Context: an optimization exercise on an open-source flow, tuned for small area and a short achievable clock period. The choices shown serve that exercise and are no tape-out recipe. RTL that was checked went through simulation tests only; none was proved equivalent to the original. No functional check of the RTL was part of runs 1 to 3. No activity file was given, so power comes from the tool's default toggle rates.

`flow/config.mk`:
```
export PLATFORM = sky130hd
export DESIGN_NAME = PipelinedFAdd
export DESIGN_NICKNAME = PipelinedFAdd
export VERILOG_FILES = /design/flow/design.v
export SDC_FILE = /design/flow/constraint.sdc
export NUM_CORES = 4
export LEC_CHECK = 0
export ABC_AREA = 1
export CAP_MARGIN = 20
export CORE_MARGIN = 2
export CORE_UTILIZATION = 40
export CTS_BUF_LIST = sky130_fd_sc_hd__clkbuf_8
export CTS_CLUSTER_DIAMETER = 60
export CTS_CLUSTER_SIZE = 25
export SETUP_SLACK_MARGIN = 5
export SLEW_MARGIN = 20
```
`flow/constraint.sdc`:
```
create_clock -name core_clock -period 8.0 [get_ports {clk}]
set_input_delay 1.6000 -clock core_clock [delete_from_list [all_inputs] [get_ports {clk}]]
set_output_delay 1.6000 -clock core_clock [all_outputs]
set_load 0.01 [all_outputs]
```
`flow/design.v`:
```
module CmpTree #(parameter N = 8) (
  input  wire [N-1:0] a,
  input  wire [N-1:0] b,
  output wire         gt,
  output wire         eq
);
  localparam L = (N > 16) ? 5 : (N > 8) ? 4 : (N > 4) ? 3 : (N > 2) ? 2 : 1;
  localparam M = 1 << L;
  wire [M-1:0] g [0:L];
  wire [M-1:0] e [0:L];
  assign g[0] = {{(M-N){1'b0}}, b & ~a};
  assign e[0] = {{(M-N){1'b1}}, ~(a ^ b)};
  genvar l, i;
  generate
    for (l = 0; l < L; l = l + 1) begin : lvl
      for (i = 0; i < (M >> (l + 1)); i = i + 1) begin : nd
        assign g[l+1][i] = g[l][2*i+1] | (e[l][2*i+1] & g[l][2*i]);
        assign e[l+1][i] = e[l][2*i+1] & e[l][2*i];
      end
      if ((M >> (l + 1)) < M) begin : pad
        assign g[l+1][M-1:(M >> (l + 1))] = 0;
        assign e[l+1][M-1:(M >> (l + 1))] = 0;
      end
    end
  endgenerate
  assign gt = g[L][0];
  assign eq = e[L][0];
endmodule
module CmpChain #(parameter N = 23) (
  input  wire [N-1:0] a,
  input  wire [N-1:0] b,
  output wire         gt,
  output wire         eq
);
  wire [N:0] g;
  assign g[0] = 1'b0;
  genvar i;
  generate
    for (i = 0; i < N; i = i + 1) begin : bt
      assign g[i+1] = (b[i] & ~a[i]) | (~(a[i] ^ b[i]) & g[i]);
    end
  endgenerate
  assign gt = g[N];
  assign eq = (a == b);
endmodule
module KsAdd #(parameter N = 24) (
  input  wire [N-1:0] x,
  input  wire [N-1:0] y,
  output wire [N-1:0] s,
  output wire         co
);
  localparam L = (N > 16) ? 5 : (N > 8) ? 4 : (N > 4) ? 3 : (N > 2) ? 2 : 1;
  wire [N-1:0] p = x ^ y;
  wire [N-1:0] g [0:L];
  wire [N-1:0] pp [0:L];
  assign g[0]  = x & y;
  assign pp[0] = p;
  genvar l, i;
  generate
    for (l = 0; l < L; l = l + 1) begin : lvl
      for (i = 0; i < N; i = i + 1) begin : bt
        if (i >= (1 << l)) begin : cb
          assign g[l+1][i]  = g[l][i] | (pp[l][i] & g[l][i - (1 << l)]);
          assign pp[l+1][i] = pp[l][i] & pp[l][i - (1 << l)];
        end else begin : ps
          assign g[l+1][i]  = g[l][i];
          assign pp[l+1][i] = pp[l][i];
        end
      end
    end
  endgenerate
  assign s  = p ^ {g[L][N-2:0], 1'b0};
  assign co = g[L][N-1];
endmodule
module ExpDiff #(parameter N = 8) (
  input  wire [N-1:0] ea,
  input  wire [N-1:0] eb,
  output wire [N-1:0] dab,     
  output wire [N-1:0] dba,     
  output wire         ge,      
  output wire         eq       
);
  localparam L = (N > 4) ? 3 : (N > 2) ? 2 : 1;
  wire [N-1:0] x = ea;
  wire [N-1:0] y = ~eb;
  wire [N-1:0] p = x ^ y;
  wire [N-1:0] g [0:L];
  wire [N-1:0] pp [0:L];
  assign g[0]  = x & y;
  assign pp[0] = p;
  genvar l, i;
  generate
    for (l = 0; l < L; l = l + 1) begin : lvl
      for (i = 0; i < N; i = i + 1) begin : bt
        if (i >= (1 << l)) begin : cb
          assign g[l+1][i]  = g[l][i] | (pp[l][i] & g[l][i - (1 << l)]);
          assign pp[l+1][i] = pp[l][i] & pp[l][i - (1 << l)];
        end else begin : ps
          assign g[l+1][i]  = g[l][i];
          assign pp[l+1][i] = pp[l][i];
        end
      end
    end
  endgenerate
  wire [N-1:0] c0 = {g[L][N-2:0], 1'b0};
  wire [N-1:0] c1 = {g[L][N-2:0] | pp[L][N-2:0], 1'b1};
  assign dba = ~(p ^ c0);
  assign dab = p ^ c1;
  assign ge  = g[L][N-1] | pp[L][N-1];
  assign eq  = pp[L][N-1];
endmodule
module SkAdd #(parameter N = 24) (
  input  wire [N-1:0] x,
  input  wire [N-1:0] y,
  output wire [N-1:0] s,
  output wire         co
);
  localparam L = (N > 16) ? 5 : (N > 8) ? 4 : (N > 4) ? 3 : (N > 2) ? 2 : 1;
  wire [N-1:0] p = x ^ y;
  wire [N-1:0] g [0:L];
  wire [N-1:0] pp [0:L];
  assign g[0]  = x & y;
  assign pp[0] = p;
  genvar l, i;
  generate
    for (l = 0; l < L; l = l + 1) begin : lvl
      for (i = 0; i < N; i = i + 1) begin : bt
        if ((i >> l) & 1) begin : cb
          assign g[l+1][i]  = g[l][i] | (pp[l][i] & g[l][((i >> l) << l) - 1]);
          assign pp[l+1][i] = pp[l][i] & pp[l][((i >> l) << l) - 1];
        end else begin : ps
          assign g[l+1][i]  = g[l][i];
          assign pp[l+1][i] = pp[l][i];
        end
      end
    end
  endgenerate
  assign s  = p ^ {g[L][N-2:0], 1'b0};
  assign co = g[L][N-1];
endmodule
module RcAdd #(parameter N = 8) (
  input  wire [N-1:0] x,
  input  wire [N-1:0] y,
  output wire [N-1:0] s,
  output wire         co
);
  wire [N:0] c;
  assign c[0] = 1'b0;
  genvar i;
  generate
    for (i = 0; i < N; i = i + 1) begin : bt
      assign s[i]   = x[i] ^ y[i] ^ c[i];
      assign c[i+1] = (x[i] & y[i]) | (c[i] & (x[i] | y[i]));
    end
  endgenerate
  assign co = c[N];
endmodule
module BkAdd #(parameter N = 24) (
  input  wire [N-1:0] x,
  input  wire [N-1:0] y,
  output wire [N-1:0] s,
  output wire         co
);
  localparam L = (N > 16) ? 5 : (N > 8) ? 4 : (N > 4) ? 3 : (N > 2) ? 2 : 1;
  wire [N-1:0] p = x ^ y;
  wire [N-1:0] gu [0:L];
  wire [N-1:0] pu [0:L];
  assign gu[0] = x & y;
  assign pu[0] = p;
  genvar l, i;
  generate
    for (l = 0; l < L; l = l + 1) begin : up
      for (i = 0; i < N; i = i + 1) begin : bt
        if ((((i + 1) % (2 << l)) == 0)) begin : cb
          assign gu[l+1][i] = gu[l][i] | (pu[l][i] & gu[l][i - (1 << l)]);
          assign pu[l+1][i] = pu[l][i] & pu[l][i - (1 << l)];
        end else begin : ps
          assign gu[l+1][i] = gu[l][i];
          assign pu[l+1][i] = pu[l][i];
        end
      end
    end
  endgenerate
  wire [N-1:0] gd [0:L];
  assign gd[L] = gu[L];
  generate
    for (l = L - 1; l >= 0; l = l - 1) begin : dn
      for (i = 0; i < N; i = i + 1) begin : bt
        if ((((i + 1) % (2 << l)) == (1 << l)) && (i >= (2 << l))) begin : cb
          assign gd[l][i] = gd[l+1][i] | (pu[l][i] & gd[l+1][i - (1 << l)]);
        end else begin : ps
          assign gd[l][i] = gd[l+1][i];
        end
      end
    end
  endgenerate
  assign s  = p ^ {gd[0][N-2:0], 1'b0};
  assign co = gd[0][N-1];
endmodule
module Lzc32 (
  input  wire [31:0] x,
  output wire [4:0]  cnt,
  output wire        zero
);
  wire [15:0] z1; wire [15:0] c1;           
  wire [7:0]  z2; wire [15:0] c2;           
  wire [3:0]  z3; wire [11:0] c3;           
  wire [1:0]  z4; wire [7:0]  c4;           
  genvar i;
  generate
    for (i = 0; i < 16; i = i + 1) begin : l1
      assign z1[i] = ~(x[2*i+1] | x[2*i]);
      assign c1[i] = ~x[2*i+1];
    end
    for (i = 0; i < 8; i = i + 1) begin : l2
      assign z2[i] = z1[2*i+1] & z1[2*i];
      assign c2[2*i+1:2*i] = z1[2*i+1] ? {1'b1, c1[2*i]} : {1'b0, c1[2*i+1]};
    end
    for (i = 0; i < 4; i = i + 1) begin : l3
      assign z3[i] = z2[2*i+1] & z2[2*i];
      assign c3[3*i+2:3*i] = z2[2*i+1] ? {1'b1, c2[4*i+1:4*i]} : {1'b0, c2[4*i+3:4*i+2]};
    end
    for (i = 0; i < 2; i = i + 1) begin : l4
      assign z4[i] = z3[2*i+1] & z3[2*i];
      assign c4[4*i+3:4*i] = z3[2*i+1] ? {1'b1, c3[6*i+2:6*i]} : {1'b0, c3[6*i+5:6*i+3]};
    end
  endgenerate
  assign zero = z4[1] & z4[0];
  assign cnt  = z4[1] ? {1'b1, c4[3:0]} : {1'b0, c4[7:4]};
endmodule
module PipelinedFAdd (
  input  wire        clk,
  input  wire        rst,
  input  wire [31:0] A,
  input  wire [31:0] B,
  input  wire        operation,
  input  wire        in_valid,
  output wire [31:0] result,
  output wire        out_valid
);
  wire e_gt, e_eq;
  CmpTree #(8) u_ce (.a(A[30:23]), .b(B[30:23]), .gt(e_gt), .eq(e_eq));
  wire [4:0] dab, dba;
  wire       d_ge, d_eq;
  ExpDiff #(5) u_ed (.ea(A[27:23]), .eb(B[27:23]), .dab(dab), .dba(dba), .ge(d_ge), .eq(d_eq));
  reg  [31:0] r1_a, r1_b;
  reg  [4:0]  r1_dab, r1_dba;
  reg         r1_op, r1_swap, r1_fgt, r1_feq;
  wire f_gt, f_eq;
  CmpTree #(23) u_cf (.a(A[22:0]), .b(B[22:0]), .gt(f_gt), .eq(f_eq));
  always @(posedge clk) begin
    r1_a    <= A;
    r1_b    <= B;
    r1_op   <= operation;
    r1_fgt  <= f_gt;
    r1_feq  <= f_eq;
    r1_swap <= e_gt | (e_eq & ~(|A[22:0]) & (|B[22:0]));
    r1_dab  <= dab;
    r1_dba  <= dba;
  end
  wire        sa = r1_a[31];
  wire        sb = r1_b[31] ^ r1_op;
  wire [7:0]  ea = r1_a[30:23];
  wire [7:0]  eb = r1_b[30:23];
  wire [22:0] fa = r1_a[22:0];
  wire [22:0] fb = r1_b[22:0];
  wire ea_nz  = |ea;
  wire eb_nz  = |eb;
  wire fa_nz  = |fa;
  wire fb_nz  = |fb;
  wire a_inf  = (&ea) & ~fa_nz;
  wire b_inf  = (&eb) & ~fb_nz;
  wire a_zero = ~ea_nz & ~fa_nz;
  wire b_zero = ~eb_nz & ~fb_nz;
  wire special = (&ea) | (&eb) | a_zero | b_zero;
  wire sub    = sa ^ sb;
  wire r1_eeq = (ea == eb);
  wire qnan   = a_inf & b_inf & r1_op & sub;
  wire zflip  = a_zero & b_zero & r1_op;
  wire [7:0]  e_big   = r1_swap ? eb : ea;
  wire [7:0]  e_small = r1_swap ? ea : eb;
  wire [4:0]  d       = r1_swap ? r1_dba : r1_dab;
  wire [7:0]  e_diff  = e_big - e_small;
  wire        kill    = special | (e_diff > 8'd23);
  wire [22:0] f_big   = r1_swap ? fb : fa;
  wire [22:0] f_small = r1_swap ? fa : fb;
  wire        h_big   = (r1_swap ? eb_nz : ea_nz) | special;
  wire        h_small = r1_swap ? ea_nz : eb_nz;
  wire [23:0] ms_sh   = {h_small, f_small} >> d;
  wire rev    = r1_eeq & ~special & sub & (r1_swap ? (~r1_fgt & ~r1_feq) : r1_fgt);
  wire cancel = r1_eeq & ~special & sub & r1_feq;
  reg  [7:0]  r2_q;
  reg  [23:0] r2_xb, r2_ys;
  reg         r2_s, r2_sub, r2_qnan;
  always @(posedge clk) begin
    r2_q    <= cancel ? (~e_big - 8'd25) : (~e_big - 8'd1);
    r2_xb   <= {h_big, f_big} ^ {24{sub & ~rev}};
    r2_ys   <= rev ? ~{h_small, f_small} : (kill ? 24'd0 : ms_sh);
    r2_sub  <= sub;
    r2_qnan <= qnan;
    r2_s    <= ~qnan & (((r1_swap ^ rev) ? sb : sa) ^ zflip);
  end
  wire [23:0] ad_s;
  wire        ad_co;
  BkAdd #(24) u_add (.x(r2_xb), .y(r2_ys), .s(ad_s), .co(ad_co));
  reg  [7:0]  r3_q;
  reg  [24:0] r3_sum;
  reg         r3_s;
  always @(posedge clk) begin
    r3_q    <= r2_q;
    r3_sum  <= {ad_co & ~r2_sub, ad_s ^ {24{r2_sub}}} | {2'b00, r2_qnan, 22'd0};
    r3_s    <= r2_s;
  end
  wire [4:0] lz;
  wire       lz_zero;
  Lzc32 u_lzc (.x({r3_sum, 7'h7F}), .cnt(lz), .zero(lz_zero));
  wire [24:0] sh4 = lz[4] ? {r3_sum[8:0], 16'd0} : r3_sum;
  wire [24:0] sh3 = lz[3] ? {sh4[16:0], 8'd0} : sh4;
  wire [24:0] sh2 = lz[2] ? {sh3[20:0], 4'd0} : sh3;
  wire [24:0] sh1 = lz[1] ? {sh2[22:0], 2'd0} : sh2;
  wire [24:0] sh0 = lz[0] ? {sh1[23:0], 1'd0} : sh1;
  wire [7:0] ne_out;
  wire       ne_co;
  KsAdd #(8) u_exp (.x(r3_q), .y({3'd0, lz}), .s(ne_out), .co(ne_co));
  reg [31:0] r4_res;
  always @(posedge clk)
    r4_res <= {r3_s, ~ne_out, sh0[23], sh0[22:1]};
  assign result = r4_res;
  reg [3:0] vld;
  always @(posedge clk or posedge rst)
    if (rst) vld <= 4'b0000;
    else     vld <= {vld[2:0], in_valid};
  assign out_valid = vld[3];
endmodule
```
`flow/flow/run.sh`:
```
#!/bin/bash
# Standard layout, with the adder cells left to ABC (no full/half adder
# extraction before it), port buffers of a plain buffer cell, a shallower
# clock tree, and timing repair aiming at a tighter setup margin.
# make's output goes to standard.log, each ORFS step logs to orfs/logs/.
bash standard.sh ADDER_MAP_FILE= SETUP_SLACK_MARGIN=5.42 TNS_END_PERCENT=10 \
  "BUFFER_PORTS_ARGS=-buffer_cell sky130_fd_sc_hd__buf_2" \
  "CTS_ARGS=-sink_clustering_enable -repair_clock_nets -sink_clustering_size 16 -sink_clustering_max_diameter 120 -buf_list sky130_fd_sc_hd__clkbuf_16 -root_buf sky130_fd_sc_hd__clkbuf_16 -sink_clustering_levels 1 -num_static_layers 0" \
  finish > standard.log 2>&1
```
`flow/standard.sh`:
```
#!/bin/bash
# synth_recipe.tcl (not shown) runs the flow's synth.tcl, then flattens the netlist and writes it again
# the make line also repeats each setting of config.mk as NAME=value (left out here)
make -C /OpenROAD-flow-scripts/flow DESIGN_CONFIG=/design/flow/config.mk WORK_HOME=/design/flow/orfs CLKGATE_MAP_FILE= SYNTH_SCRIPT=/design/flow/synth_recipe.tcl "${@:-finish}"
```
==> results of run 1 <==
-- cell usage in the layout (no fill, tap or decap), types with 5 or more instances in the layout --
master / instances
nand2_1: 460
dfxtp_1: 200
inv_1: 194
nor2_1: 161
o21ai_0: 125
nand3_1: 110
buf_2: 101
xor2_1: 69
o21ai_1: 41
a21oi_1: 40
xnor2_1: 23
nand4_1: 18
clkbuf_16: 18
nor3_1: 14
o211ai_1: 14
or2_2: 12
buf_4: 12
nor4_1: 11
nand2_2: 10
o22ai_1: 9
mux2i_1: 9
inv_2: 7
o21ai_2: 7
o21bai_1: 5
nand3_2: 5
-- cell usage after synthesis (all sizes together), types with 14 or more instances --
| library cell | number | area share (%) |
|---|---|---|
| buf | 35 | 2.2 |
| xor2 | 69 | 5.4 |
| nand2 | 473 | 16 |
| a21oi | 40 | 1.8 |
| o21ai | 173 | 7.9 |
| nand4 | 18 | 1.0 |
| or2 | 17 | 0.96 |
| xnor2 | 23 | 1.8 |
| dfxtp | 202 | 36 |
| nor3 | 15 | 0.72 |
| o211ai | 14 | 0.94 |
| clkbuf | 17 | 0.57 |
| nor2 | 169 | 6.1 |
| nand3 | 116 | 5.4 |
| inv | 204 | 6.9 |
-- where the power goes --
group          total [mW]  leakage [nW]  switching, mW  internal, mW
registers            1.39          1.74          0.122          1.27
logic                1.54          4.30          0.995         0.546
clock network       0.727         0.216          0.350         0.377
-- final timing paths --
| check | startpoint | to | slack (ps) |
|---|---|---|---|
| worst max register to register | r1_swap$_DFF_P_ | r2_ys[6]$_DFF_P_ | 5560 |
| min in group asynchronous | rst | vld[0]$_DFF_PP0_ | 980 |
| max in group asynchronous | rst | vld[3]$_DFF_PP0_ | 6870 |
| worst max-delay path | vld[3]$_DFF_PP0_ | out_valid | 5430 |
| worst min register to register | r2_q[5]$_DFF_P_ | r3_q[5]$_DFF_P_ | 330 |
| worst min-delay path | r2_q[5]$_DFF_P_ | r3_q[5]$_DFF_P_ | 330 |
-- per-layer routing --
metal  vias up  part of all wire, %  routed length (um)  global-route usage, %
met4         0                  2.8                 835                   7.11
met1      4538                   46               13500                   25.4
met5         -                    0                   0                      0
met2       259                   47               13700                   34.4
met3        48                  4.6                1350                   2.43
li1       5447                    -                   -                      -
-- what timing repair did --
action	CTS	global route
pin swaps	0	2
setup endpoints to repair	54	50
cloned	1	3
hold endpoints to repair	0	0
resized for setup	8	17
setup buffers	0	9
-- layout make-up --
cell class	instances	area (sq um)	share of cell area, %
clock buffers	17	425	3.40
clock inverters	2	7.51	0.0600
inverters	207	796	6.36
multi-input cells	1193	5950	47.6
flip-flops and latches	206	4150	33.2
well taps	378	473	3.78
repair buffers	118	704	5.63
repair inverters	1	7.51	0.0600
-- metrics by stage --
| stage | hold slack, ps | setup slack, ps | total power [mW] |
|---|---|---|---|
| after floorplan | 310 | 5400 | 2.53 |
| after global placement | 314 | 4740 | 2.90 |
| after detailed placement | 316 | 4740 | 2.91 |
| after CTS | 329 | 5390 | 3.65 |
| after global routing | 335 | 5380 | 3.98 |
| final | 329 | 5430 | 3.66 |
-- worst reg2reg max path, delay by kind of cell (launching register included) --
| family | cells | cell delay, ps |
|---|---|---|
| AO/OA/AOI/OAI | 4 | 630 |
| buffers and inverters | 1 | 170 |
| flip-flops | 1 | 380 |
| AND/OR/NAND/NOR | 7 | 1180 |
-- logic make-up (layout without fill, tap and decap cells) --
family / count (synthesis) / in the layout / synth area share, %
AND/OR/NAND/NOR: 824 / 824 / 31.4
AO/OA/AOI/OAI: 267 / 267 / 13.4
buffers and inverters: 259 / 345 / 9.81
flip-flops: 206 / 206 / 37.2
XOR/XNOR: 93 / 93 / 7.44
multiplexers: 9 / 9 / 0.809
-- flip-flops by register name, summed over array words and instances, names as in the netlist --
signal / count
r2_sub: 1
r1_dab: 4
r2_q: 8
r3_sum: 25
r2_qnan: 1
r2_xb: 24
r1_swap: 1
vld: 4
r2_s: 1
r1_dba: 5
r1_b: 32
r2_ys: 24
r1_a: 32
r1_op: 1
r4_res: 32
r3_q: 8
r1_fgt: 1
r3_s: 1
r1_feq: 1
==> results.txt, run 1 <==
outcome=no timing/DRC/antenna violations; WP data arrival=between 900 and 1000 ps; GPL Wtd Cong=just under 0.9; Final Core Density=~45%; Post-synth EDFFs=0; Distinct cells, synth=53; Worst path depth=1; vias=approximately 10000; CP max-delay cell=dfrtp_1; Die Y=between 150 and 200 um; mean number of vias per cell=4.85; fillers=about 3000; nets=around 1800; R2R cell count=12; Core ar.=around 0.028 sq mm; drt pass-1 iters=5; period utilization=between 30% and 40%; maximum vdd ir drop=~130 uV; Final Critical Period=roughly 2600 ps; Synth Net Count=about 1700; Gate Count Post-Synth=~1700; initial antenna violation count=0; Slew HR=53.7%; total leakage power=6.26 nW; Top Family by Delay on Critical Path=flip-flops; CTS Hold Bufs=0; final setup violation count=0; crit path capture type=primary output; worst path cell trace=buf_2; first-pass GRT wire length=roughly 47000 um; Crit path buffers/inverters=1; Post-synth top flop=dfxtp_1; Mapped Area=0.0111 sq mm; dpl cells=2090; Worst Clk Skew=roughly 18 ps; Rows=between 60 and 70; io pins=around 100; number of port buffers=100; max incr delay on CP=approximately 360 ps; Worst Tran Pin Value=692 ps; Min-Delay Path Class=flip-flop to flip-flop; layout cell share with drive strength beyond 1=~12%; final hold vios=0; CP Data Required Time=6400 ps; Seq/Total Area, Yosys=37.2%; Antenna Cells=0; clock buffer depth=3; total CTS buffers=16; Max Cap Viol=0; Final ANT Viol Nets=0; Die X=~170 um; drt total wl=approximately 29000 um; Cell Count, Final, Fillers Out=approximately 2100; DRC viols=0; number of global-route vias before repair=around 9400; Cell Area, Placed=roughly 0.012 sq mm; Setup CP Type=flip-flop to primary output; worst-path maximum fanout=1; Die ar.=roughly 0.029 sq mm; DRT iter0 DRCs=roughly 770; largest net degree at the start of global routing=55; Worst-Skew Late Latency=between 400 and 500 ps; #FFs+latches synth=between 200 and 250; dpl hpwl=22800 um; wire per inst=around 14 um; htree depth=1; FFs w/ async S/R, synth=1.94%; total track usage=19.8%; Starting Density=40.3%; Hold Path Depth=0; fmax=around 390 MHz; PwrDens=293 mW/mm^2; global route total overflow=0; Area growth syn-to-layout=12.4%; Post-Syn Area per Cell=6.72 sq um; Clock Pin Slew Worst Setup and Hold Paths=about 70 ps; CTS tree=yes; post-route cell area=around 0.013 sq mm; CP startpoint kind=flip-flop; RSZ-0062 raised after global routing=yes; CTS Sinks=roughly 210; Synthesis Warnings=6; final setup TNS=0 ps; root buffer cell=clkbuf_16; Slew Limit Fails=0
==> inputs of run 2 (changes only) <==
==> flow/flow/run.sh (replaced) <==
#!/bin/bash
# Standard layout, with the adder cells left to ABC (no full/half adder
# extraction before it), port buffers of a plain buffer cell, a shallower
# clock tree, and timing repair aiming at a tighter setup margin.
# make's output goes to standard.log, each ORFS step logs to orfs/logs/.
bash standard.sh ADDER_MAP_FILE= SETUP_SLACK_MARGIN=5.5 TNS_END_PERCENT=10 \
  "BUFFER_PORTS_ARGS=-buffer_cell sky130_fd_sc_hd__buf_2" \
  "CTS_ARGS=-repair_clock_nets -buf_list sky130_fd_sc_hd__clkbuf_16 -root_buf sky130_fd_sc_hd__clkbuf_16" \
  finish > standard.log 2>&1
==> run 2 against run 1 <==
Critical path type unchanged. Utilization up 1.1 points. Sequential share of layout area down 0.75 points. Count of clock-buffer cells in the layout unchanged. Power up 5.4%. Register-to-register slack better by 80 ps.
==> results.txt, run 2 <==
period utilization=31.4% (was 32.2%); mean number of vias per cell=4.86 (was 4.85); Slew Limit Fails=0 (unchanged); nets=1820 (was 1811); DRT iter0 DRCs=815 (was 767); Die ar.=0.0292 sq mm (unchanged); Post-synth top flop=dfxtp_1 (unchanged); number of global-route vias before repair=9318 (was 9398); total track usage=20.2% (was 19.8%); fillers=2890 (was 2922); wire per inst=13.9 um (was 13.8 um); Rows=61 (unchanged); Worst-Skew Late Latency=440 ps (was 490 ps); final setup TNS=0 ps (unchanged); clock buffer depth=2 (was 3); Slew HR=53.1% (was 53.7%); worst path cell trace=buf_2 (unchanged); CTS tree=yes (unchanged); outcome=no timing/DRC/antenna violations (unchanged); Seq/Total Area, Yosys=37.2% (unchanged); maximum vdd ir drop=141 uV (was 134 uV); Synth Net Count=1726 (unchanged); FFs w/ async S/R, synth=1.94% (unchanged); drt total wl=29800 um (was 29400 um); final setup violation count=0 (unchanged); CP Data Required Time=6400 ps (about the same); WL met2=14200 um (was 13700 um); drt pass-1 iters=6 (was 5); Multi-input gate area=0.00601 sq mm (was 0.00595 sq mm); Synthesis Warnings=6 (unchanged); Min-Delay Path Class=flip-flop to flip-flop (unchanged); Synth area leaders=dfxtp_1 (36%), nand2_1 (16%), inv_1 (6.6%), o21ai_0 (5.9%), nor2_1 (5.5%) (unchanged); Starting Density=40.3% (unchanged); Final Core Density=46.4% (was 45.3%); crit path capture type=primary output (unchanged); final hold slack=327 ps (was 329 ps); GPL Wtd Cong=0.914 (was 0.890); Post-synth top cells=nand2_1 (463), dfxtp_1 (202), inv_1 (195) (unchanged); max incr delay on CP=360 ps (about the same); Top Layer Used=met4 (unchanged); Reg area=0.00415 sq mm (unchanged); Setup CP Type=flip-flop to primary output (unchanged); Area growth syn-to-layout=15.0% (was 12.4%); CP max-delay cell=dfrtp_1 (unchanged); PwrDens=301 mW/mm^2 (was 293 mW/mm^2); DR WL met3=1250 um (was 1350 um); Top Family by Delay on Critical Path=flip-flops (unchanged); CTS Sinks=206 (unchanged); Distinct cells, synth=53 (unchanged); DRC viols=0 (unchanged); initial antenna violation count=0 (unchanged); Crit path buffers/inverters=1 (unchanged); CP startpoint kind=flip-flop (unchanged); Mapped Area=0.0111 sq mm (unchanged); Post-synth EDFFs=0 (unchanged); Synth top area share=36.3% (unchanged); root buffer cell=clkbuf_16 (unchanged); Worst Tran Pin Value=701 ps (was 692 ps); Max Cap Viol=0 (unchanged); Worst Clk Skew=18.3 ps (was 18.2 ps); post-route cell area=0.0128 sq mm (was 0.0125 sq mm); most frequent cells in the layout=nand2_1 (460), dfxtp_1 (200), inv_1 (194), nor2_1 (158), o21ai_0 (125) (was nand2_1 (460), dfxtp_1 (200), inv_1 (194), nor2_1 (161), o21ai_0 (125)); Largest regs=r1_a x32, r1_b x32, r4_res x32 (unchanged); fmax=398 MHz (was 389 MHz); total CTS buffers=17 (was 16); Gate Count Post-Synth=1658 (unchanged); Post-Syn Area per Cell=6.72 sq um (unchanged); #FFs+latches synth=206 (unchanged); cell taking the most area after synthesis=dfxtp_1 (unchanged); layout cell share with drive strength beyond 1=13.2% (was 11.5%); Core ar.=0.0276 sq mm (unchanged); Clock Pin Slew Worst Setup and Hold Paths=70 ps (about the same); largest net degree at the start of global routing=55 (unchanged); commonest non-fill, non-tap cell in the layout=nand2_1 (unchanged); htree depth=4 (was 1); RSZ-0062 raised after global routing=yes (unchanged); metal1 wirelength=13700 um (was 13500 um); Antenna Cells=0 (unchanged); worst-path maximum fanout=1 (unchanged); Die X=171 um (unchanged); WP data arrival=910 ps (was 970 ps); Final ANT Viol Nets=0 (unchanged); vias=10400 (was 10300); Final Critical Period=2510 ps (was 2570 ps); number of port buffers=100 (unchanged); Die Y=171 um (unchanged); io pins=101 (unchanged); count leader, synth=nand2_1 (unchanged); first-pass GRT wire length=46700 um (was 46600 um); final hold vios=0 (unchanged); dpl hpwl=22500 um (was 22800 um); Cell Area, Placed=0.0119 sq mm (about the same); total leakage power=6.39 nW (was 6.26 nW); global route total overflow=0 (unchanged)
[run 2: cell count changes in the layout (fill, tap and decap cells not counted), sizes merged]
cell    delta
clkbuf     +1
nor2       +1
inv        +9
buf        +5
nand2      +1
clkinv     +2
bufinv     +2
[run 2: layout make-up]
class | count | share of cell area [%]
Clock buffer | 17 | 3.32
Clock inverter | 15 | 1.40
Inverter | 207 | 6.27
Multi-Input combinational cell | 1195 | 47.0
Sequential cell | 206 | 32.4
Tap cell | 378 | 3.69
Timing Repair Buffer | 124 | 5.89
Timing Repair inverter | 1 | 0.0586
[run 2: cell families (layout without fill, tap and decap cells)]
kind of cell    count (synthesis)  after routing  synth area share (%)
simple gates                  824            826                  31.4
compound gates                267            267                  13.4
buf+inv                       259            364                  9.81
flops                         206            206                  37.2
xor+xnor                       93             93                  7.44
mux                             9              9                 0.809
[run 2: timing repair]
item / in CTS / in global routing
gates cloned: 1 / 6
endpoints found under the setup margin: 74 / 105
hold buffers: 0 / 0
pin swaps: 0 / 8
buffers inserted: 3 / 11
resized for setup: 12 / 23
[run 2: metrics by stage]
stage / instances / power, mW / setup WS [ps]
floorplan: 1658 / 2.53 / 5430
global placement: 2090 / 2.90 / 4790
detailed placement: 2090 / 2.91 / 4720
CTS: 2126 / 3.83 / 5430
global route: 2143 / 4.16 / 5410
finish: 2143 / 3.86 / 5490
[run 2: final timing paths]
kind,startpoint,end,slack (ps),cells after the start
worst max-delay path,vld[3]$_DFF_PP0_,out_valid,5490,1
worst min-delay path,r2_q[1]$_DFF_P_,r3_q[1]$_DFF_P_,330,0
worst max register to register,r1_b[11]$_DFF_P_,r2_xb[7]$_DFF_P_,5640,9
worst min register to register,r2_q[1]$_DFF_P_,r3_q[1]$_DFF_P_,330,0
max in group asynchronous,rst,vld[1]$_DFF_PP0_,6830,2
min in group asynchronous,rst,vld[3]$_DFF_PP0_,1030,2
[run 2: power by group]
group | total, mW | internal (mW) | switching, mW
clock network | 0.897 | 0.474 | 0.423
registers | 1.39 | 1.27 | 0.123
logic | 1.57 | 0.555 | 1.01
[run 2: per-layer routing]
metal | GRT usage (%) | up-vias
met5 | 0 | -
met4 | 6.60 | 0
met3 | 2.94 | 47
met2 | 34.8 | 299
met1 | 25.8 | 4580
li1 | - | 5486
==> inputs of run 3 (changes only) <==
--- a/flow/flow/run.sh
+++ b/flow/flow/run.sh
@@ -7,3 +7,3 @@
   "BUFFER_PORTS_ARGS=-buffer_cell sky130_fd_sc_hd__buf_2" \
-  "CTS_ARGS=-repair_clock_nets -buf_list sky130_fd_sc_hd__clkbuf_16 -root_buf sky130_fd_sc_hd__clkbuf_16" \
+  "CTS_ARGS=-sink_clustering_enable -repair_clock_nets -sink_clustering_size 30 -sink_clustering_max_diameter 150 -buf_list sky130_fd_sc_hd__clkbuf_16 -root_buf sky130_fd_sc_hd__clkbuf_16 -distance_between_buffers 500" \
   finish > standard.log 2>&1
==> run 3 against run 2 <==
Wire length down 0.55%. Count of clock-buffer cells in the layout fell by 6. Critical endpoint unchanged. Combinational power is essentially flat. Worst setup slack lost 60 ps. Largest power group unchanged. Still clean on timing, DRC and antenna.
==> results.txt, run 3 <==
GPL Wtd Cong=0.914 (unchanged); Gate Count Post-Synth=1658 (unchanged); most frequent cells in the layout=nand2_1 (460), dfxtp_1 (199), inv_1 (194), nor2_1 (155), o21ai_0 (125) (was nand2_1 (460), dfxtp_1 (200), inv_1 (194), nor2_1 (158), o21ai_0 (125)); CTS Hold Bufs=0 (unchanged); Hold Path End=r4_res[31]$_DFF_P_ (was r3_q[1]$_DFF_P_); Slew Limit Fails=0 (unchanged); Post-synth top flop=dfxtp_1 (unchanged); Post-synth top cells=nand2_1 (463), dfxtp_1 (202), inv_1 (195) (unchanged); Post-Syn Area per Cell=6.72 sq um (unchanged); final setup TNS=0 ps (unchanged); RSZ-0062 raised after global routing=yes (unchanged); WP data arrival=970 ps (was 910 ps); fmax=388 MHz (was 398 MHz); R2R Path End=r2_ys[12]$_DFF_P_ (was r2_xb[7]$_DFF_P_); Crit path buffers/inverters=1 (unchanged); initial antenna violation count=0 (unchanged); r2r setup slk=5650 ps (was 5640 ps); worst-path maximum fanout=1 (unchanged); commonest non-fill, non-tap cell in the layout=nand2_1 (unchanged); R2R cell count=12 (was 9); PwrDens=287 mW/mm^2 (was 301 mW/mm^2); CP startpoint kind=flip-flop (unchanged); fillers=2915 (was 2890); final hold slack=337 ps (was 327 ps); Setup CP Type=flip-flop to primary output (unchanged); Synth Net Count=1726 (unchanged); global route total overflow=0 (unchanged); Distinct cells, synth=53 (unchanged); Synth top area share=36.3% (unchanged); drt total wl=29700 um (was 29800 um); worst path cell trace=buf_2 (unchanged); final setup violation count=0 (unchanged); total CTS buffers=10 (was 17); largest net degree at the start of global routing=55 (unchanged); final hold vios=0 (unchanged); first-pass GRT wire length=46000 um (was 46700 um); Die X=171 um (unchanged); period utilization=32.2% (was 31.4%); clock buffer depth=3 (was 2); count leader, synth=nand2_1 (unchanged); Seq/Total Area, Yosys=37.2% (unchanged); total leakage power=6.25 nW (was 6.39 nW); Synthesis Warnings=6 (unchanged); #FFs+latches synth=206 (unchanged); overall power=3.59 mW (was 3.86 mW); Min-Delay Path Class=flip-flop to flip-flop (unchanged); Synth area leaders=dfxtp_1 (36%), nand2_1 (16%), inv_1 (6.6%), o21ai_0 (5.9%), nor2_1 (5.5%) (unchanged); Largest regs=r1_a x32, r1_b x32, r4_res x32 (unchanged); Worst Clk Skew=20.5 ps (was 18.3 ps); FFs w/ async S/R, synth=1.94% (unchanged); total track usage=19.5% (was 20.2%); root buffer cell=clkbuf_16 (unchanged); max incr delay on CP=370 ps (was 360 ps); Clock Pin Slew Worst Setup and Hold Paths=110 ps (was 70 ps); Rows=61 (unchanged); number of port buffers=100 (unchanged); Top Family by Delay on Critical Path=flip-flops (unchanged); vias=10300 (was 10400); DRC viols=0 (unchanged); outcome=no timing/DRC/antenna violations (unchanged); CTS Sinks=206 (unchanged); maximum vdd ir drop=113 uV (was 141 uV); Starting Density=40.3% (unchanged); drt pass-1 iters=6 (unchanged); CP max-delay cell=dfrtp_1 (unchanged); wire per inst=14.0 um (was 13.9 um); dpl hpwl=22500 um (unchanged); Max Cap Viol=0 (unchanged); Worst Tran Pin Value=698 ps (was 701 ps); Area growth syn-to-layout=12.5% (was 15.0%); layout cell share with drive strength beyond 1=12.5% (was 13.2%); CTS tree=yes (unchanged); htree depth=1 (was 4); crit path capture type=primary output (unchanged); Post-synth EDFFs=0 (unchanged); Die ar.=0.0292 sq mm (unchanged); nets=1814 (was 1820); Core ar.=0.0276 sq mm (unchanged); mean number of vias per cell=4.85 (was 4.86); Final ANT Viol Nets=0 (unchanged); DRT iter0 DRCs=780 (was 815); Worst-Skew Late Latency=480 ps (was 440 ps); Slew HR=53.3% (was 53.1%); Mapped Area=0.0111 sq mm (unchanged); Final Critical Period=2570 ps (was 2510 ps); CP Data Required Time=6400 ps (about the same); worst r2r src=r1_swap$_DFF_P_ (was r1_b[11]$_DFF_P_); Hold Crit Start=r3_s$_DFF_P_ (was r2_q[1]$_DFF_P_); io pins=101 (unchanged); Die Y=171 um (unchanged); Hold Path Depth=0 (unchanged); cell taking the most area after synthesis=dfxtp_1 (unchanged); Antenna Cells=0 (unchanged); number of global-route vias before repair=9128 (was 9318)
-- run 3: cell count changes in the layout (fill, tap and decap cells not counted), sizes merged --
cell    before  now
inv        212  204
clkbuf      19   12
clkinv       6    2
buf        121  122
bufinv       2    1
nand3      116  117
-- run 3: final cells by class --
class | count | area (sq um) | share of cell area [%]
multi-input cells | 1196 | 6030 | 48.1
flip-flops and latches | 206 | 4150 | 33.1
inverters | 207 | 801 | 6.39
repair buffers | 124 | 754 | 6.02
well taps | 378 | 473 | 3.78
clock buffers | 11 | 275 | 2.20
clock inverters | 2 | 33.8 | 0.270
repair inverters | 1 | 7.51 | 0.0599
-- run 3: power breakdown --
part / internal, mW / switching [mW]
registers: 1.27 / 0.123
logic: 0.569 / 1.03
clock network: 0.282 / 0.317
total: 2.12 / 1.47
-- run 3: per-layer routing --
metal / part of all wire [%] / track usage (%) / vias up / wire length, um
met5: 0 / 0 / - / 0
li1: - / - / 5459 / -
met3: 4.1 / 1.80 / 40 / 1200
met1: 46 / 25.4 / 4520 / 13600
met2: 48 / 34.3 / 278 / 14300
met4: 2.0 / 5.27 / 0 / 591
-- run 3: cell families after synthesis --
family	share of synthesized area [%]
multiplexers	0.809
buffers and inverters	9.81
AND/OR/NAND/NOR	31.4
XOR/XNOR	7.44
AO/OA/AOI/OAI	13.4
flip-flops	37.2
-- run 3: how the worst max path moves through the flow --
| stage | startpoint | endpoint | slack [ps] | depth (start not counted) |
|---|---|---|---|---|
| floorplan | B[6] | r1_fgt$_DFF_P_ | 5430 | 12 |
| global placement | r1_swap$_DFF_P_ | r2_ys[3]$_DFF_P_ | 4790 | 15 |
| detailed placement | r1_swap$_DFF_P_ | r2_ys[3]$_DFF_P_ | 4720 | 13 |
| CTS | vld[3]$_DFF_PP0_ | out_valid | 5410 | 1 |
| global route | vld[3]$_DFF_PP0_ | out_valid | 5360 | 1 |
| finish | vld[3]$_DFF_PP0_ | out_valid | 5430 | 1 |
-- run 3: metrics by stage --
stage	instance area (sq um)	instances	setup WS, ps	util (%)
after floorplan	11200	1658	5430	-
after global placement	11900	2090	4790	43.0
after detailed placement	11900	2090	4720	43.0
after CTS	12300	2104	5410	44.4
after global routing	12500	2125	5360	45.3
final	12500	2125	5430	45.3
-- run 3: worst reg2reg max path, stage by stage, from the launching register on --
cell     delay (ps)
dfxtp_4         420
buf_12          190
inv_4           140
or2_1           230
o21ai_1         150
buf_6           190
inv_4           120
or2_2           330
nand2_1          70
nand2_1          70
a21oi_1         140
nand3_1         140
nand2_1         100
-- run 3: what timing repair did --
action | CTS | global route
cloned | 1 | 7
pin swaps | 0 | 6
endpoints found under the setup margin | 106 | 110
gates resized for setup | 11 | 31
buffers inserted | 0 | 14
==> inputs of run 4 (changes only) <==
--- a/flow/design.v
+++ b/flow/design.v
@@ -247,5 +247,6 @@
   reg  [4:0]  r1_dab, r1_dba;
-  reg         r1_op, r1_swap, r1_fgt, r1_feq;
-  wire f_gt, f_eq;
-  CmpTree #(23) u_cf (.a(A[22:0]), .b(B[22:0]), .gt(f_gt), .eq(f_eq));
+  reg         r1_op, r1_swap, r1_fgt_hi, r1_feq_hi, r1_fgt_lo, r1_feq_lo;
+  wire fgt_hi, feq_hi, fgt_lo, feq_lo;
+  CmpTree #(11) u_cfh (.a(A[22:12]), .b(B[22:12]), .gt(fgt_hi), .eq(feq_hi));
+  CmpTree #(12) u_cfl (.a(A[11:0]),  .b(B[11:0]),  .gt(fgt_lo), .eq(feq_lo));
   always @(posedge clk) begin
@@ -254,4 +255,6 @@
     r1_op   <= operation;
-    r1_fgt  <= f_gt;
-    r1_feq  <= f_eq;
+    r1_fgt_hi <= fgt_hi;
+    r1_feq_hi <= feq_hi;
+    r1_fgt_lo <= fgt_lo;
+    r1_feq_lo <= feq_lo;
     r1_swap <= e_gt | (e_eq & ~(|A[22:0]) & (|B[22:0]));
@@ -289,2 +292,4 @@
   wire [23:0] ms_sh   = {h_small, f_small} >> d;
+  wire r1_fgt = r1_fgt_hi | (r1_feq_hi & r1_fgt_lo);
+  wire r1_feq = r1_feq_hi & r1_feq_lo;
   wire rev    = r1_eeq & ~special & sub & (r1_swap ? (~r1_fgt & ~r1_feq) : r1_fgt);
--- a/flow/flow/run.sh
+++ b/flow/flow/run.sh
@@ -5,3 +5,3 @@
 # make's output goes to standard.log, each ORFS step logs to orfs/logs/.
-bash standard.sh ADDER_MAP_FILE= SETUP_SLACK_MARGIN=5.5 TNS_END_PERCENT=10 \
+bash standard.sh ADDER_MAP_FILE= SETUP_SLACK_MARGIN=5.45 TNS_END_PERCENT=10 \
   "BUFFER_PORTS_ARGS=-buffer_cell sky130_fd_sc_hd__buf_2" \
==> run 4 against run 3 <==
Sequential power is essentially flat. Largest cell class unchanged. Synthesized cell count shrank 0.42%. Sequential share of layout area grew 0.59 points. Critical path depth is the same. Largest power group unchanged. Wire length grew 0.80%. First-iteration DRC count shrank 7.8%. Sequential cell count grew 2. Global-route usage grew 0.55 points. Clock power shrank 4.3%. Maximum frequency is essentially flat. Area after synthesis is essentially flat. Power shrank 2.1%.
==> results.txt, run 4 <==
WP data arrival=970 ps (about the same); nets=1802 (was 1814); total leakage power=6.19 nW (was 6.25 nW); period utilization=32.2% (about the same); R2R Path End=r2_ys[20]$_DFF_P_ (was r2_ys[12]$_DFF_P_); final setup TNS=0 ps (unchanged); sequential power share=40.3% (was 38.9%); mean number of vias per cell=4.88 (was 4.85); worst path cell trace=buf_2 (unchanged); r2r setup slk=5510 ps (was 5650 ps); clock buffer depth=3 (unchanged); Post-synth top flop=dfxtp_1 (unchanged); Die ar.=0.0292 sq mm (about the same); Worst-Skew Late Latency=480 ps (about the same); Seq/Total Area, Yosys=37.6% (was 37.2%); commonest non-fill, non-tap cell in the layout=nand2_1 (unchanged); PwrDens=283 mW/mm^2 (was 287 mW/mm^2); Post-Syn Area per Cell=6.74 sq um (was 6.72 sq um); Synth Net Count=1719 (was 1726); CP max-delay cell=dfxtp_1 (was dfrtp_1); DRT iter0 DRCs=719 (was 780); Rows=61 (unchanged); RSZ-0062 raised after global routing=yes (unchanged); Setup crit start=r4_res[24]$_DFF_P_ (was vld[3]$_DFF_PP0_); maximum vdd ir drop=127 uV (was 113 uV); Min-Delay Path Class=flip-flop to flip-flop (unchanged); Clock power frac=16.3% (was 16.7%); Area growth syn-to-layout=11.7% (was 12.5%); Hold Crit Start=r2_q[2]$_DFF_P_ (was r3_s$_DFF_P_); root buffer cell=clkbuf_16 (unchanged); largest net degree at the start of global routing=53 (was 55); Setup CP Type=flip-flop to primary output (unchanged); number of global-route vias before repair=9155 (was 9128); #FFs+latches synth=208 (was 206); worst r2r src=r1_swap$_DFF_P_ (unchanged); final setup violation count=0 (unchanged); htree depth=1 (unchanged); worst-path maximum fanout=1 (unchanged); cell taking the most area after synthesis=dfxtp_1 (unchanged); CP startpoint kind=flip-flop (unchanged); Core ar.=0.0276 sq mm (about the same); global route total overflow=0 (unchanged); wire per inst=14.1 um (was 14.0 um); Combinational Power Share=43.3% (was 44.5%); Die X=171 um (about the same); io pins=101 (unchanged); Final ANT Viol Nets=0 (unchanged); Die Y=171 um (about the same); dpl hpwl=22800 um (was 22500 um); Final Critical Period=2570 ps (about the same); Worst Clk Skew=21.0 ps (was 20.5 ps); total track usage=20.0% (was 19.5%); first-pass GRT wire length=46700 um (was 46000 um); switching pwr=1.44 mW (was 1.47 mW); Antenna Cells=0 (unchanged); DRC viols=0 (unchanged); Worst path depth=1 (unchanged); Synthesis Warnings=7 (was 6); crit path capture type=primary output (unchanged); CTS Sinks=208 (was 206); number of port buffers=100 (unchanged); Synth area leaders=dfxtp_1 (37%), nand2_1 (15%), inv_1 (6.4%), o21ai_0 (6.1%), nor2_1 (5.8%) (was dfxtp_1 (36%), nand2_1 (16%), inv_1 (6.6%), o21ai_0 (5.9%), nor2_1 (5.5%)); Clock Pin Slew Worst Setup and Hold Paths=110 ps (about the same); sw frac=40.9% (about the same); Post-synth top cells=nand2_1 (455), dfxtp_1 (204), inv_1 (190) (was nand2_1 (463), dfxtp_1 (202), inv_1 (195)); most frequent cells in the layout=nand2_1 (451), dfxtp_1 (202), inv_1 (188), nor2_1 (171), o21ai_0 (134) (was nand2_1 (460), dfxtp_1 (199), inv_1 (194), nor2_1 (155), o21ai_0 (125)); P_int=2.08 mW (was 2.12 mW); vias=10300 (about the same); Post-synth EDFFs=0 (unchanged); count leader, synth=nand2_1 (unchanged); Worst Tran Pin Value=631 ps (was 698 ps); Distinct cells, synth=53 (unchanged); initial antenna violation count=0 (unchanged); Mapped Area=0.0111 sq mm (about the same); CP Data Required Time=6400 ps (about the same); FFs w/ async S/R, synth=1.92% (was 1.94%); Crit path buffers/inverters=1 (unchanged); final hold vios=0 (unchanged); Largest regs=r1_a x32, r1_b x32, r4_res x32 (unchanged); outcome=no timing/DRC/antenna violations (unchanged); R2R cell count=12 (unchanged); max incr delay on CP=360 ps (was 370 ps); Top Family by Delay on Critical Path=flip-flops (unchanged); Synth top area share=36.7% (was 36.3%); drt total wl=29900 um (was 29700 um); layout cell share with drive strength beyond 1=11.2% (was 12.5%); CTS Hold Bufs=0 (unchanged); Slew Limit Fails=0 (unchanged); total CTS buffers=10 (unchanged); final hold slack=337 ps (about the same); Slew HR=57.5% (was 53.3%); fmax=389 MHz (was 388 MHz); Max Cap Viol=0 (unchanged); Gate Count Post-Synth=1651 (was 1658); drt pass-1 iters=6 (unchanged); CP endpoint=result[24] (was out_valid); GPL Wtd Cong=0.912 (was 0.914); CTS tree=yes (unchanged); Starting Density=40.4% (was 40.3%)
-- run 4: changes by cell type after synthesis, moves of 5 or more --
cell / previous run / this run
buf_6: 11 / 6
inv_1: 195 / 190
nand2_1: 463 / 455
nand3_1: 111 / 103
nand3_2: 5 / 0
nand3b_1: 1 / 8
nor2_1: 162 / 172
o21ai_0: 131 / 136
-- run 4: worst min path at each step --
stage	to	slack, ps	cells after the start
finish	r3_q[2]$_DFF_P_	340	0
global route	r3_q[0]$_DFF_P_	350	0
CTS	r3_q[2]$_DFF_P_	340	0
detailed placement	r3_q[2]$_DFF_P_	310	0
global placement	r3_q[0]$_DFF_P_	310	0
floorplan	r3_q[0]$_DFF_P_	310	0
-- run 4: cells by family after synthesis --
| logic type | Yosys count | share of synthesized area, % |
|---|---|---|
| AO/OA/AOI/OAI | 269 | 13.5 |
| XOR/XNOR | 92 | 7.37 |
| buffers and inverters | 250 | 9.31 |
| flip-flops | 208 | 37.6 |
| multiplexers | 11 | 0.990 |
| AND/OR/NAND/NOR | 821 | 31.2 |
-- run 4: layout make-up --
cell class              instances  area, sq um
flip-flops and latches        208         4190
clock inverters                 2         7.51
inverters                     198          766
multi-input cells            1195         5980
repair inverters                3         22.5
fillers                      2843        15100
clock buffers                  11          275
well taps                     378          473
repair buffers                118          714
-- run 4: stage by stage --
stage | setup slack, ps | cells | area (sq um) | power [mW] | util (%)
after CTS | 5380 | 2099 | 12300 | 3.49 | 44.5
final | 5430 | 2113 | 12400 | 3.51 | 45.1
after detailed placement | 4650 | 2081 | 11900 | 2.88 | 43.0
after global routing | 5270 | 2113 | 12400 | 3.81 | 45.1
after floorplan | 5410 | 1651 | 11100 | 2.52 | -
after global placement | 4710 | 2081 | 11900 | 2.88 | 43.0
-- run 4: metal layers --
metal	track usage, %	wire length (um)	up-vias
met5	0	0	-
met4	6.76	918	0
met3	2.17	1450	50
met2	33.7	13800	288
met1	26.7	13700	4547
li1	-	-	5437
-- run 4: power by group through the flow --
stage               registers (mW)  logic, mW  clock network (mW)
global placement              1.44       1.44                   0
detailed placement            1.44       1.44                   0
floorplan                     1.43       1.09                   0
global route                  1.44       1.73               0.629
finish                        1.42       1.52               0.573
CTS                           1.42       1.48               0.594
-- run 4: repair_timing --
item                                    4_1_cts  5_1_grt
setup buffers                                 2       10
gates cloned                                  3        4
gates resized for setup                      11       20
endpoints found under the setup margin       85      104
pin swaps                                     1        3
==> inputs of run 5 (changes only) <==
--- a/flow/flow/run.sh
+++ b/flow/flow/run.sh
@@ -7,3 +7,3 @@
   "BUFFER_PORTS_ARGS=-buffer_cell sky130_fd_sc_hd__buf_2" \
-  "CTS_ARGS=-sink_clustering_enable -repair_clock_nets -sink_clustering_size 30 -sink_clustering_max_diameter 150 -buf_list sky130_fd_sc_hd__clkbuf_16 -root_buf sky130_fd_sc_hd__clkbuf_16 -distance_between_buffers 500" \
+  "CTS_ARGS=-repair_clock_nets -buf_list sky130_fd_sc_hd__clkbuf_16 -root_buf sky130_fd_sc_hd__clkbuf_16 -dont_use_dummy_load" \
   finish > standard.log 2>&1
==> run 5 against run 4 <==
Count of clock-buffer cells in the layout up 6. Power up 4.4%. Register-to-register slack better by 60 ps. Utilization up 0.73 points. Synthesized cell count unchanged. Die area unchanged. Final area up 1.6%. Sequential share of layout area down 0.56 points. Worst setup slack better by 65 ps. Critical path type unchanged. Still clean. Non-clock buffer count up 1. Sequential cell count unchanged. Area after synthesis unchanged. Highest routed layer unchanged. Critical endpoint is now out_valid.
==> results.txt, run 5 <==
total CTS buffers=17 (was 10); overall power=3.67 mW (was 3.51 mW); fillers=2818 (was 2843); Worst-Skew Late Latency=440 ps (was 480 ps); Worst Clk Skew=28.6 ps (was 21.0 ps); Post-synth top flop=dfxtp_1 (unchanged); switching pwr=1.46 mW (was 1.44 mW); sequential power share=38.7% (was 40.3%); CP startpoint kind=flip-flop (unchanged); dpl cells=2081 (unchanged); Clock Pin Slew Worst Setup and Hold Paths=60 ps (was 110 ps); dpl hpwl=22800 um (unchanged); CP max-delay cell=dfrtp_1 (was dfxtp_1); Seq/Total Area, Yosys=37.6% (unchanged); CP Data Required Time=6400 ps (about the same); drt pass-1 iters=7 (was 6); fmax=399 MHz (was 389 MHz); Cell Count, Final, Fillers Out=2119 (was 2113); Worst Tran Pin Value=609 ps (was 631 ps); Rows=61 (unchanged); mean number of vias per cell=4.90 (was 4.88); DRC viols=0 (unchanged); number of port buffers=100 (unchanged); Gate Count Post-Synth=1651 (unchanged); Post-Syn Area per Cell=6.74 sq um (unchanged); DRT iter0 DRCs=779 (was 719); Die Y=171 um (unchanged); global route total overflow=0 (unchanged); Post-synth top cells=nand2_1 (455), dfxtp_1 (204), inv_1 (190) (unchanged); R2R cell count=15 (was 12); total track usage=20.3% (was 20.0%); root buffer cell=clkbuf_16 (unchanged); Largest regs=r1_a x32, r1_b x32, r4_res x32 (unchanged); commonest non-fill, non-tap cell in the layout=nand2_1 (unchanged); total leakage power=6.26 nW (was 6.19 nW); Setup CP Type=flip-flop to primary output (unchanged); Reg area=0.00419 sq mm (about the same); Setup WS pre-CTS=4650 ps (unchanged); WP data arrival=910 ps (was 970 ps); largest net degree at the start of global routing=53 (unchanged); final hold vios=0 (unchanged); Top Family by Delay on Critical Path=flip-flops (unchanged); worst path cell trace=buf_2 (unchanged); first-pass GRT wire length=46700 um (about the same); wire per inst=14.2 um (was 14.1 um); Hold Crit Start=r3_s$_DFF_P_ (was r2_q[2]$_DFF_P_); vias=10400 (was 10300); number of global-route vias before repair=9249 (was 9155); Final ANT Viol Nets=0 (unchanged); Starting Density=40.4% (unchanged); Max Cap Viol=0 (unchanged); Core ar.=0.0276 sq mm (unchanged); Hold Path Depth=0 (unchanged); Die ar.=0.0292 sq mm (unchanged); PwrDens=290 mW/mm^2 (was 283 mW/mm^2); layout cell share with drive strength beyond 1=11.8% (was 11.2%); cell taking the most area after synthesis=dfxtp_1 (unchanged); drt total wl=30200 um (was 29900 um); Post-synth EDFFs=0 (unchanged); sw frac=39.9% (was 40.9%); Setup WS post-layout=5490 ps (was 5430 ps); CTS tree=yes (unchanged); final setup TNS=0 ps (unchanged); P_int=2.20 mW (was 2.08 mW); CTS Sinks=208 (unchanged); Multi-input gate area=0.00602 sq mm (was 0.00598 sq mm); max incr delay on CP=350 ps (was 360 ps); post-route cell area=0.0126 sq mm (was 0.0124 sq mm); outcome=no timing/DRC/antenna violations (unchanged); Crit path buffers/inverters=1 (unchanged); Final Critical Period=2510 ps (was 2570 ps); nets=1811 (was 1802); Antenna Cells=0 (unchanged); RSZ-0062 raised after global routing=yes (unchanged); Distinct cells, synth=53 (unchanged); Synth Net Count=1719 (unchanged); Synthesis Warnings=7 (unchanged); Mapped Area=0.0111 sq mm (unchanged); worst r2r src=r1_swap$_DFF_P_ (unchanged); most frequent cells in the layout=nand2_1 (451), dfxtp_1 (202), inv_1 (186), nor2_1 (171), o21ai_0 (133) (was nand2_1 (451), dfxtp_1 (202), inv_1 (188), nor2_1 (171), o21ai_0 (134)); Synth area leaders=dfxtp_1 (37%), nand2_1 (15%), inv_1 (6.4%), o21ai_0 (6.1%), nor2_1 (5.8%) (unchanged); count leader, synth=nand2_1 (unchanged); Slew Limit Fails=0 (unchanged); Final Core Density=45.8% (was 45.1%); clock buffer depth=2 (was 3); maximum vdd ir drop=138 uV (was 127 uV); initial antenna violation count=0 (unchanged); Synth top area share=36.7% (unchanged); final hold slack=327 ps (was 337 ps); crit path capture type=primary output (unchanged); GPL Wtd Cong=0.912 (unchanged); htree depth=4 (was 1); worst-path maximum fanout=1 (unchanged); FFs w/ async S/R, synth=1.92% (unchanged); io pins=101 (unchanged); Hold Path End=r4_res[31]$_DFF_P_ (was r3_q[2]$_DFF_P_); r2r setup slk=5570 ps (was 5510 ps); Cell Area, Placed=0.0119 sq mm (unchanged); period utilization=31.3% (was 32.2%); #FFs+latches synth=208 (unchanged); Min-Delay Path Class=flip-flop to flip-flop (unchanged); final setup violation count=0 (unchanged); Slew HR=59.0% (was 57.5%); Area growth syn-to-layout=13.5% (was 11.7%); Clock power frac=19.4% (was 16.3%); Die X=171 um (unchanged); R2R Path End=r2_ys[5]$_DFF_P_ (was r2_ys[20]$_DFF_P_); Combinational Power Share=41.9% (was 43.3%)
-- run 5: changes by cell type in the layout (fill, tap and decap cells not counted), sizes merged --
cell / delta
clkinvlp: +1
inv: -2
nor2: +1
buf: +1
bufbuf: -1
clkinv: -1
clkbuf: +7
-- run 5: final cells by class --
type                    count  share of cell area (%)
multi-input cells        1196                    47.7
flip-flops and latches    208                    33.2
inverters                 198                    6.09
repair buffers            119                    5.79
well taps                 378                    3.74
clock buffers              17                    3.37
repair inverters            3                   0.178
-- run 5: cell families (layout without fill, tap and decap cells) --
logic type             after synthesis  count (layout)  synth area share (%)
multiplexers                        11              11                 0.990
flip-flops                         208             208                  37.6
buffers and inverters              250             337                  9.31
AND/OR/NAND/NOR                    821             824                  31.2
AO/OA/AOI/OAI                      269             269                  13.5
XOR/XNOR                            92              92                  7.37
-- run 5: metal layers --
layer	share of wire (%)	global-route usage, %	vias to the layer above
li1	-	-	5457
met1	46	26.5	4581
met2	46	34.0	297
met3	4.5	3.08	55
met4	3.1	7.47	0
met5	0	0	-
-- run 5: power groups by stage --
stage	clock network (mW)	registers (mW)	logic, mW
finish	0.712	1.42	1.53
global placement	0	1.44	1.44
floorplan	0	1.43	1.09
CTS	0.732	1.42	1.48
global route	0.769	1.44	1.74
detailed placement	0	1.44	1.44
-- run 5: what timing repair did --
action                                 CTS  global route
gates resized for setup                 13            26
endpoints found under the hold margin    0             0
hold buffers                             0             0
cloned                                   2             6
setup endpoints to repair               77            51
setup buffers                            5             8
pin swaps                                1             3
-- run 5: worst max-delay path by stage --
| stage | slack [ps] | depth (start not counted) | from | to |
|---|---|---|---|---|
| after global placement | 4710 | 15 | r1_swap$_DFF_P_ | r2_ys[5]$_DFF_P_ |
| final | 5490 | 1 | vld[3]$_DFF_PP0_ | out_valid |
| after CTS | 5380 | 8 | B[11] | r1_fgt_lo$_DFF_P_ |
| after floorplan | 5410 | 8 | A[25] | r1_dab[3]$_DFF_P_ |
| after detailed placement | 4650 | 15 | r1_swap$_DFF_P_ | r2_ys[5]$_DFF_P_ |
| after global routing | 5410 | 15 | r1_swap$_DFF_P_ | r2_ys[5]$_DFF_P_ |
==> inputs of run 6 (changes only) <==
--- a/flow/config.mk
+++ b/flow/config.mk
@@ -10,3 +10,3 @@
 export CORE_MARGIN = 2
-export CORE_UTILIZATION = 40
+export CORE_UTILIZATION = 50
 export CTS_BUF_LIST = sky130_fd_sc_hd__clkbuf_8
==> run 6 against run 5 <==
Clock power barely moved. Clock skew decreased by 6.6 ps. Via count decreased by 0.40%. First-iteration DRC count grew 4.4%.
==> results.txt, run 6 <==
io pins=101 (unchanged); Top Family by Delay on Critical Path=flip-flops (unchanged); overall power=3.67 mW (about the same); wire per inst=15.1 um (was 14.2 um); total track usage=25.7% (was 20.3%); CP max-delay cell=dfrtp_1 (unchanged); Die Y=153 um (was 171 um); Setup crit start=vld[3]$_DFF_PP0_ (unchanged); CP startpoint kind=flip-flop (unchanged); Crit path buffers/inverters=1 (unchanged); worst path cell trace=buf_2 (unchanged); Setup WS post-layout=5470 ps (was 5490 ps); layout cell share with drive strength beyond 1=11.4% (was 11.8%); Post-synth top cells=nand2_1 (455), dfxtp_1 (204), inv_1 (190) (unchanged); Starting Density=51.0% (was 40.4%); Distinct cells, synth=53 (unchanged); Min-Delay Path Class=flip-flop to flip-flop (unchanged); fillers=2170 (was 2818); max incr delay on CP=370 ps (was 350 ps); final setup TNS=0 ps (unchanged); largest net degree at the start of global routing=53 (unchanged); Cell Area, Placed=0.0117 sq mm (was 0.0119 sq mm); count leader, synth=nand2_1 (unchanged); crit path capture type=primary output (unchanged); Post-Syn Area per Cell=6.74 sq um (unchanged); worst r2r src=r1_swap$_DFF_P_ (unchanged); Clock Pin Slew Worst Setup and Hold Paths=70 ps (was 60 ps); Final Critical Period=2530 ps (was 2510 ps); Core ar.=0.0218 sq mm (was 0.0276 sq mm); worst-path maximum fanout=1 (unchanged); Cell Count, Final, Fillers Out=2018 (was 2119); Post-synth EDFFs=0 (unchanged); post-route cell area=0.0124 sq mm (was 0.0126 sq mm); Slew HR=55.8% (was 59.0%); Synthesis Warnings=7 (unchanged); Worst Clk Skew=22.0 ps (was 28.6 ps); number of global-route vias before repair=9570 (was 9249); Final Core Density=57.0% (was 45.8%); cell taking the most area after synthesis=dfxtp_1 (unchanged); Worst-Skew Late Latency=430 ps (was 440 ps); initial antenna violation count=0 (unchanged); FFs w/ async S/R, synth=1.92% (unchanged); final hold vios=0 (unchanged); mean number of vias per cell=5.13 (was 4.90); dpl hpwl=23100 um (was 22800 um); number of port buffers=100 (unchanged); Rows=54 (was 61); Die ar.=0.0235 sq mm (was 0.0292 sq mm); GPL Wtd Cong=0.923 (was 0.912); Synth area leaders=dfxtp_1 (37%), nand2_1 (15%), inv_1 (6.4%), o21ai_0 (6.1%), nor2_1 (5.8%) (unchanged); Largest regs=r1_a x32, r1_b x32, r4_res x32 (unchanged); Die X=153 um (was 171 um); Area growth syn-to-layout=11.8% (was 13.5%); Synth top area share=36.7% (unchanged); Final ANT Viol Nets=0 (unchanged); Worst path depth=1 (unchanged); root buffer cell=clkbuf_16 (unchanged); final hold slack=325 ps (was 327 ps); Multi-input gate area=0.00600 sq mm (was 0.00602 sq mm); Seq/Total Area, Yosys=37.6% (unchanged); dpl cells=1984 (was 2081); RSZ-0062 raised after global routing=yes (unchanged); DRC viols=0 (unchanged); total CTS buffers=17 (unchanged); Antenna Cells=0 (unchanged); R2R Path End=r2_ys[2]$_DFF_P_ (was r2_ys[5]$_DFF_P_); Setup CP Type=flip-flop to primary output (unchanged); Setup WS pre-CTS=4700 ps (was 4650 ps); commonest non-fill, non-tap cell in the layout=nand2_1 (unchanged); clock buffer depth=2 (unchanged); outcome=no timing/DRC/antenna violations (unchanged); PwrDens=295 mW/mm^2 (was 290 mW/mm^2); CTS Sinks=208 (unchanged); nets=1808 (was 1811); total leakage power=6.24 nW (was 6.26 nW); htree depth=4 (unchanged); final setup violation count=0 (unchanged); Reg area=0.00419 sq mm (unchanged); r2r setup slk=5550 ps (was 5570 ps); Post-synth top flop=dfxtp_1 (unchanged); fmax=395 MHz (was 399 MHz); drt total wl=30500 um (was 30200 um); global route total overflow=0 (unchanged); #FFs+latches synth=208 (unchanged); CP endpoint=out_valid (unchanged); vias=10300 (was 10400); most frequent cells in the layout=nand2_1 (452), dfxtp_1 (202), inv_1 (187), nor2_1 (171), o21ai_0 (134) (was nand2_1 (451), dfxtp_1 (202), inv_1 (186), nor2_1 (171), o21ai_0 (133)); maximum vdd ir drop=132 uV (was 138 uV); WP data arrival=930 ps (was 910 ps); R2R cell count=10 (was 15); Mapped Area=0.0111 sq mm (unchanged); DRT iter0 DRCs=813 (was 779); period utilization=31.6% (was 31.3%); drt pass-1 iters=8 (was 7); Max Cap Viol=0 (unchanged); first-pass GRT wire length=48700 um (was 46700 um); Gate Count Post-Synth=1651 (unchanged); Slew Limit Fails=0 (unchanged); Worst Tran Pin Value=656 ps (was 609 ps); Synth Net Count=1719 (unchanged); CTS tree=yes (unchanged); CP Data Required Time=6400 ps (about the same)
[run 6: cell counts after synthesis]
No cell type changed its count.
[run 6: worst min-delay path by stage]
stage / slack, ps / end / depth (start not counted) / from
after floorplan: 310 / r3_q[0]$_DFF_P_ / 0 / r2_q[0]$_DFF_P_
after global placement: 310 / r3_q[4]$_DFF_P_ / 0 / r2_q[4]$_DFF_P_
after detailed placement: 310 / r3_q[2]$_DFF_P_ / 0 / r2_q[2]$_DFF_P_
after CTS: 330 / r3_q[2]$_DFF_P_ / 0 / r2_q[2]$_DFF_P_
after global routing: 330 / r4_res[31]$_DFF_P_ / 0 / r3_s$_DFF_P_
final: 320 / r3_q[0]$_DFF_P_ / 0 / r2_q[0]$_DFF_P_
[run 6: timing repair]
item,4_1_cts,5_1_grt
setup buffers,3,6
gates resized for setup,10,20
pin swaps,1,2
cloned,2,6
setup endpoints to repair,78,75
hold buffers,0,0
[run 6: logic make-up (layout without fill, tap and decap cells)]
| logic type | count (synthesis) | count (layout) | share of synthesized area [%] |
|---|---|---|---|
| simple gates | 821 | 824 | 31.2 |
| compound gates | 269 | 269 | 13.5 |
| buf+inv | 250 | 334 | 9.31 |
| flops | 208 | 208 | 37.6 |
| xor+xnor | 92 | 92 | 7.37 |
| mux | 11 | 11 | 0.990 |
[run 6: cell type report]
| type | instances | share of cell area [%] |
|---|---|---|
| Multi-Input combinational cell | 1196 | 48.2 |
| Sequential cell | 208 | 33.7 |
| Inverter | 198 | 6.14 |
| Timing Repair Buffer | 116 | 5.56 |
| Clock buffer | 17 | 3.42 |
| Tap cell | 280 | 2.82 |
| Timing Repair inverter | 3 | 0.181 |
[run 6: per-layer routing]
metal / GRT usage, % / vias up / routed length [um]
met3: 3.35 / 32 / 1400
li1: - / 5437 / -
met5: 0 / - / 0
met2: 42.6 / 282 / 13900
met1: 35.6 / 4597 / 14700
met4: 6.26 / 0 / 495
[run 6: power breakdown]
| group | total (mW) | internal [mW] | switching (mW) |
|---|---|---|---|
| Combinational | 1.53 | 0.540 | 0.991 |
| Sequential | 1.43 | 1.28 | 0.146 |
| Clock | 0.713 | 0.371 | 0.342 |
| Total | 3.67 | 2.19 | 1.48 |

==> separate check: timing with driven ports <==
In the flow no input, the clock included, has a driving cell. The finished layouts below were timed again as built, in two steps. Step 1 (the two cells are an assumption about what drives the block):
set clk [get_ports {clk}]
set_driving_cell -lib_cell sky130_fd_sc_hd__clkbuf_16 $clk
set_driving_cell -lib_cell sky130_fd_sc_hd__buf_2 [delete_from_list [all_inputs] $clk]
Step 2 moves the port delays by t, midway between the first and last clock arrival at a register: inputs arrive t later, outputs are due t later. That takes back most of the time a late clock gives input paths. a / b / c = ideal / step 1 / step 2; a / b = the first two.
run | t (ns) | setup slack, ns | worst hold slack (ns) | worst data-port slew with drivers (ns) | cell pins on the clock port's net
run 1 | 0.531 | 5.428 / 5.380 / 4.964 | 0.329 / 0.329 / 0.329 | 0.03 | 1
run 2 | 0.483 | 5.486 / 5.438 / 5.049 | 0.327 / 0.327 / 0.327 | 0.03 | 1
run 3 | 0.518 | 5.426 / 5.378 / 5.030 | 0.337 / 0.337 / 0.337 | 0.03 | 1
run 4 | 0.526 | 5.427 / 5.376 / 4.968 | 0.337 / 0.337 / 0.337 | 0.03 | 1
run 5 | 0.481 | 5.492 / 5.441 / 5.099 | 0.327 / 0.327 / 0.327 | 0.03 | 1
run 6 | 0.471 | 5.470 / 5.419 / 5.079 | 0.325 / 0.325 / 0.325 | 0.03 | 1
After both steps every run listed still meets setup and hold. For run 1, which loses most, drivers alone change the setup slack by -0.048 ns; drivers and shift together by -0.464 ns.
